Background: an optimization exercise with open tools, aiming at small area, a short achievable clock period and few clock cycles per item. Do not read the settings as production practice.
Where RTL was checked, it was by simulation tests only, not by an equivalence proof against the original.
No activity file was given, so power comes from the tool's default toggle rates.

==> module add_up, before the edit <==
module add_up(
    input [14:0] in,
    output [17:0] out1,output [17:0] out2,
    output [17:0] out4,output [17:0] out3,
    input clk,
    input rst,
    input in_valid,
    output in_ready,
    output out_valid
    );
assign in_ready = 1'b1;
reg  [3:0]  cnt;         
reg         dir;         
reg         pact;        
reg  [3:0]  pj;          
wire        take  = in_valid & ~rst;
wire        shift = take | (pact & (cnt == 4'd0));    
wire        pv    = shift & pact;                     
always @(posedge clk) begin
    if (rst) begin
        cnt <= 4'd0; pj <= 4'd0; dir <= 1'b0; pact <= 1'b0;
    end else begin
        if (pv) begin
            pj <= pj + 4'd1;
            if (pj == 4'd15) pact <= 1'b0;
        end
        if (take) begin
            cnt <= cnt + 4'd1;
            if (cnt == 4'd15) begin
                dir <= ~dir; pact <= 1'b1; pj <= 4'd0;
            end
        end
    end
end
wire [15:0] p;           
dct_array ua(.clk(clk), .shift(shift), .dir(dir), .smp(in), .p(p));
wire [3:0] x0b, x2b;     
wire [7:0] db;           
dct_serial us(.clk(clk), .pv(pv), .first(pj == 4'd0), .p(p), .x0b(x0b), .x2b(x2b), .db(db));
wire [3:0] a0 = {x0b[0], x0b[1], x0b[2], x0b[3]};      
wire [3:0] a2 = {x2b[0], x2b[1], x2b[2], x2b[3]};
wire [7:0] a1 = {db[0], db[1], db[2], db[3], db[4], db[5], db[6], db[7]};
reg  [7:0] XO [0:3];     
reg  [7:0] XE [0:4];     
reg  [4:0] V;            
reg  [3:0] J [0:4];      
integer i;
always @(posedge clk) begin
    XO[0] <= (pj == 4'd15) ? ~a1 : a1; XE[0] <= {a0, a2}; J[0] <= pj;
    for (i = 1; i < 4; i = i + 1) XO[i] <= XO[i - 1];
    for (i = 1; i < 5; i = i + 1) begin XE[i] <= XE[i - 1]; J[i] <= J[i - 1]; end
    if (rst) V <= 5'd0;
    else     V <= {V[3:0], pv};
end
wire [12:0] res [0:15];  
reg  [3:0]  fin;         
genvar k;
generate
    for (k = 0; k < 4; k = k + 1) begin : grp
        wire [13:0] c0w, c2w, h1, l1, h3, l3;
        reg  [13:0] c1, c3;
        reg         first, ns, last;
        wire [14:0] mask;
        if (k == 0) begin : t0
            tab0_0 u0(XE[1][7:4], c0w); tab1_0 u1(XO[0], h1, l1);
            tab2_0 u2(XE[1][3:0], c2w); tab3_0 u3(XO[0], h3, l3);
        end else if (k == 1) begin : t1
            tab0_1 u0(XE[2][7:4], c0w); tab1_1 u1(XO[1], h1, l1);
            tab2_1 u2(XE[2][3:0], c2w); tab3_1 u3(XO[1], h3, l3);
        end else if (k == 2) begin : t2
            tab0_2 u0(XE[3][7:4], c0w); tab1_2 u1(XO[2], h1, l1);
            tab2_2 u2(XE[3][3:0], c2w); tab3_2 u3(XO[2], h3, l3);
        end else begin : t3
            tab0_3 u0(XE[4][7:4], c0w); tab1_3 u1(XO[3], h1, l1);
            tab2_3 u2(XE[4][3:0], c2w); tab3_3 u3(XO[3], h3, l3);
        end
        genvar b;
        for (b = 0; b < 13; b = b + 1) begin : mk
            assign mask[b] = (J[k + 1] >= 15 - b);
        end
        assign mask[13] = 1'b1;
        assign mask[14] = (J[k + 1] != 4'd0);
        always @(posedge clk) begin
            c1    <= h1 + l1;
            c3    <= h3 + l3;
            first <= (J[k] == 4'd0);
            ns    <= (J[k] == 4'd1) | (J[k] == 4'd2);
            last  <= (J[k] == 4'd15);
            if (rst) fin[k] <= 1'b0;
            else     fin[k] <= V[k + 1] & last;
        end
        dct_acc r0(.clk(clk), .v(V[k + 1]), .first(first), .ns(ns), .neg(last), .mask(mask), .c(c0w), .res(res[4 * k + 0]));
        dct_acc r1(.clk(clk), .v(V[k + 1]), .first(first), .ns(ns), .neg(1'b0), .mask(mask), .c(c1),  .res(res[4 * k + 1]));
        dct_acc r2(.clk(clk), .v(V[k + 1]), .first(first), .ns(ns), .neg(last), .mask(mask), .c(c2w), .res(res[4 * k + 2]));
        dct_acc r3(.clk(clk), .v(V[k + 1]), .first(first), .ns(ns), .neg(1'b0), .mask(mask), .c(c3),  .res(res[4 * k + 3]));
    end
endgenerate
wire [12:0] kf1, kf3;
kfix1 uk1(fin, kf1);
kfix3 uk3(fin, kf3);
wire [12:0] r0 = ({13{fin[0]}} & res[0])  | ({13{fin[1]}} & res[4])  | ({13{fin[2]}} & res[8])  | ({13{fin[3]}} & res[12]);
wire [12:0] r1 = ({13{fin[0]}} & res[1])  | ({13{fin[1]}} & res[5])  | ({13{fin[2]}} & res[9])  | ({13{fin[3]}} & res[13]);
wire [12:0] r2 = ({13{fin[0]}} & res[2])  | ({13{fin[1]}} & res[6])  | ({13{fin[2]}} & res[10]) | ({13{fin[3]}} & res[14]);
wire [12:0] r3 = ({13{fin[0]}} & res[3])  | ({13{fin[1]}} & res[7])  | ({13{fin[2]}} & res[11]) | ({13{fin[3]}} & res[15]);
reg [12:0] o1, o2, o3, o4;
reg        ov;
always @(posedge clk) begin
    if (rst) ov <= 1'b0;
    else     ov <= |fin;
    o1 <= r0;
    o2 <= r1 + kf1;
    o3 <= r2;
    o4 <= r3 + kf3;
end
assign out_valid = ov;
assign out1 = {o1, 5'd0};
assign out2 = {o2, 5'd0};
assign out3 = {o3, 5'd0};
assign out4 = {o4, 5'd0};
endmodule
==> module dct_add15, before the edit <==
module dct_add15(input [14:0] a, input [14:0] b, output [14:0] s);
reg [14:0] g, pp;
wire [14:0] p = a ^ b;
integer i, d;
always @(*) begin
    g  = a & b;
    pp = p;
    for (d = 1; d < 15; d = d * 2)
        for (i = 2 * d - 1; i < 15; i = i + 2 * d) begin
            g[i]  = g[i] | (pp[i] & g[i - d]);
            pp[i] = pp[i] & pp[i - d];
        end
    for (d = 4; d >= 1; d = d / 2)
        for (i = 3 * d - 1; i < 15; i = i + 2 * d) begin
            g[i]  = g[i] | (pp[i] & g[i - d]);
            pp[i] = pp[i] & pp[i - d];
        end
end
assign s = p ^ {g[13:0], 1'b0};
endmodule
make LEC_CHECK=0 ABC_CLOCK_PERIOD_IN_PS=3500 CAP_MARGIN=50 CORE_MARGIN=2 CORE_UTILIZATION=40 SETUP_SLACK_MARGIN=5 SLEW_MARGIN=50 finish   # period 9.0 ns
run.sh (not shown) runs the stock make flow with config.mk's settings and CLKGATE_MAP_FILE= SYNTH_SCRIPT=/design/flow/synth_recipe.tcl, a recipe that flattens the netlist after the stock synthesis.
Then changed:
--- a/flow/design.v
+++ b/flow/design.v
@@ -753,5 +753,5 @@
 wire [7:0] a1 = {db[0], db[1], db[2], db[3], db[4], db[5], db[6], db[7]};
 reg  [7:0] XO [0:3];     
-reg  [7:0] XE [0:4];     
+reg  [7:0] XE [0:3];     
 reg  [4:0] V;            
 reg  [3:0] J [0:4];      
@@ -759,6 +759,6 @@
 always @(posedge clk) begin
     XO[0] <= (pj == 4'd15) ? ~a1 : a1; XE[0] <= {a0, a2}; J[0] <= pj;
-    for (i = 1; i < 4; i = i + 1) XO[i] <= XO[i - 1];
-    for (i = 1; i < 5; i = i + 1) begin XE[i] <= XE[i - 1]; J[i] <= J[i - 1]; end
+    for (i = 1; i < 4; i = i + 1) begin XO[i] <= XO[i - 1]; XE[i] <= XE[i - 1]; end
+    for (i = 1; i < 5; i = i + 1) J[i] <= J[i - 1];
     if (rst) V <= 5'd0;
     else     V <= {V[3:0], pv};
@@ -770,19 +770,19 @@
     for (k = 0; k < 4; k = k + 1) begin : grp
         wire [13:0] c0w, c2w, h1, l1, h3, l3;
-        reg  [13:0] c1, c3;
+        reg  [13:0] c0, c1, c2, c3;
         reg         first, ns, last;
         wire [14:0] mask;
         if (k == 0) begin : t0
-            tab0_0 u0(XE[1][7:4], c0w); tab1_0 u1(XO[0], h1, l1);
-            tab2_0 u2(XE[1][3:0], c2w); tab3_0 u3(XO[0], h3, l3);
+            tab0_0 u0(XE[0][7:4], c0w); tab1_0 u1(XO[0], h1, l1);
+            tab2_0 u2(XE[0][3:0], c2w); tab3_0 u3(XO[0], h3, l3);
         end else if (k == 1) begin : t1
-            tab0_1 u0(XE[2][7:4], c0w); tab1_1 u1(XO[1], h1, l1);
-            tab2_1 u2(XE[2][3:0], c2w); tab3_1 u3(XO[1], h3, l3);
+            tab0_1 u0(XE[1][7:4], c0w); tab1_1 u1(XO[1], h1, l1);
+            tab2_1 u2(XE[1][3:0], c2w); tab3_1 u3(XO[1], h3, l3);
         end else if (k == 2) begin : t2
-            tab0_2 u0(XE[3][7:4], c0w); tab1_2 u1(XO[2], h1, l1);
-            tab2_2 u2(XE[3][3:0], c2w); tab3_2 u3(XO[2], h3, l3);
+            tab0_2 u0(XE[2][7:4], c0w); tab1_2 u1(XO[2], h1, l1);
+            tab2_2 u2(XE[2][3:0], c2w); tab3_2 u3(XO[2], h3, l3);
         end else begin : t3
-            tab0_3 u0(XE[4][7:4], c0w); tab1_3 u1(XO[3], h1, l1);
-            tab2_3 u2(XE[4][3:0], c2w); tab3_3 u3(XO[3], h3, l3);
+            tab0_3 u0(XE[3][7:4], c0w); tab1_3 u1(XO[3], h1, l1);
+            tab2_3 u2(XE[3][3:0], c2w); tab3_3 u3(XO[3], h3, l3);
         end
         genvar b;
@@ -793,5 +793,7 @@
         assign mask[14] = (J[k + 1] != 4'd0);
         always @(posedge clk) begin
+            c0    <= c0w;
             c1    <= h1 + l1;
+            c2    <= c2w;
             c3    <= h3 + l3;
             first <= (J[k] == 4'd0);
@@ -801,7 +803,7 @@
             else     fin[k] <= V[k + 1] & last;
         end
-        dct_acc r0(.clk(clk), .v(V[k + 1]), .first(first), .ns(ns), .neg(last), .mask(mask), .c(c0w), .res(res[4 * k + 0]));
+        dct_acc r0(.clk(clk), .v(V[k + 1]), .first(first), .ns(ns), .neg(last), .mask(mask), .c(c0),  .res(res[4 * k + 0]));
         dct_acc r1(.clk(clk), .v(V[k + 1]), .first(first), .ns(ns), .neg(1'b0), .mask(mask), .c(c1),  .res(res[4 * k + 1]));
-        dct_acc r2(.clk(clk), .v(V[k + 1]), .first(first), .ns(ns), .neg(last), .mask(mask), .c(c2w), .res(res[4 * k + 2]));
+        dct_acc r2(.clk(clk), .v(V[k + 1]), .first(first), .ns(ns), .neg(last), .mask(mask), .c(c2),  .res(res[4 * k + 2]));
         dct_acc r3(.clk(clk), .v(V[k + 1]), .first(first), .ns(ns), .neg(1'b0), .mask(mask), .c(c3),  .res(res[4 * k + 3]));
     end
@@ -912,21 +914,4 @@
 endmodule
 module dct_add15(input [14:0] a, input [14:0] b, output [14:0] s);
-reg [14:0] g, pp;
-wire [14:0] p = a ^ b;
-integer i, d;
-always @(*) begin
-    g  = a & b;
-    pp = p;
-    for (d = 1; d < 15; d = d * 2)
-        for (i = 2 * d - 1; i < 15; i = i + 2 * d) begin
-            g[i]  = g[i] | (pp[i] & g[i - d]);
-            pp[i] = pp[i] & pp[i - d];
-        end
-    for (d = 4; d >= 1; d = d / 2)
-        for (i = 3 * d - 1; i < 15; i = i + 2 * d) begin
-            g[i]  = g[i] | (pp[i] & g[i - d]);
-            pp[i] = pp[i] & pp[i - d];
-        end
-end
-assign s = p ^ {g[13:0], 1'b0};
+assign s = a + b;
 endmodule
After rerunning:
- via count climbs by roughly a tenth
- global-route usage goes up by 0.22 points
- final area rises by a few percent
- setup slack is better by 0.027 ns
- total power is higher by roughly a tenth
- critical path depth shrinks by 1
- combinational power increases by about a fifth
Testbench counts after the change, summed over its fixed seeds: cycles 5,304, blocks 320.
For the first run of this note, only the layout was checked, not whether the RTL still works.

==> static timing again, ports no longer ideal <==
How much do the figures lean on ideal ports? The routed layouts below were timed once more, with nothing changed but the port constraints.
Step 1 (the two cells are an assumption about what drives the block):
set clk [get_ports {clk}]
set_driving_cell -lib_cell sky130_fd_sc_hd__clkbuf_16 $clk
set_driving_cell -lib_cell sky130_fd_sc_hd__buf_2 [delete_from_list [all_inputs] $clk]
Step 2 moves the port delays by t, midway between the first and last clock arrival at a register: inputs arrive t later, outputs are due t later. That takes back most of the time a late clock gives input paths.
a / b / c = ideal ports / drivers / drivers and shift; a / b = the first two.
run	t, ns	setup WS [ns]	hold WS [ns]	worst setup path at the end	cell pins on the clock port's net
the first run	0.736	5.139 / 5.139 / 4.582	0.325 / 0.325 / 0.325	input to register	1
the second run	0.768	5.166 / 5.166 / 4.521	0.373 / 0.373 / 0.373	input to register	1
After both steps setup and hold are still met in every run listed. The setup slack of the second run, which loses most, moves by 0.000 ns with the drivers and by -0.645 ns with both steps.
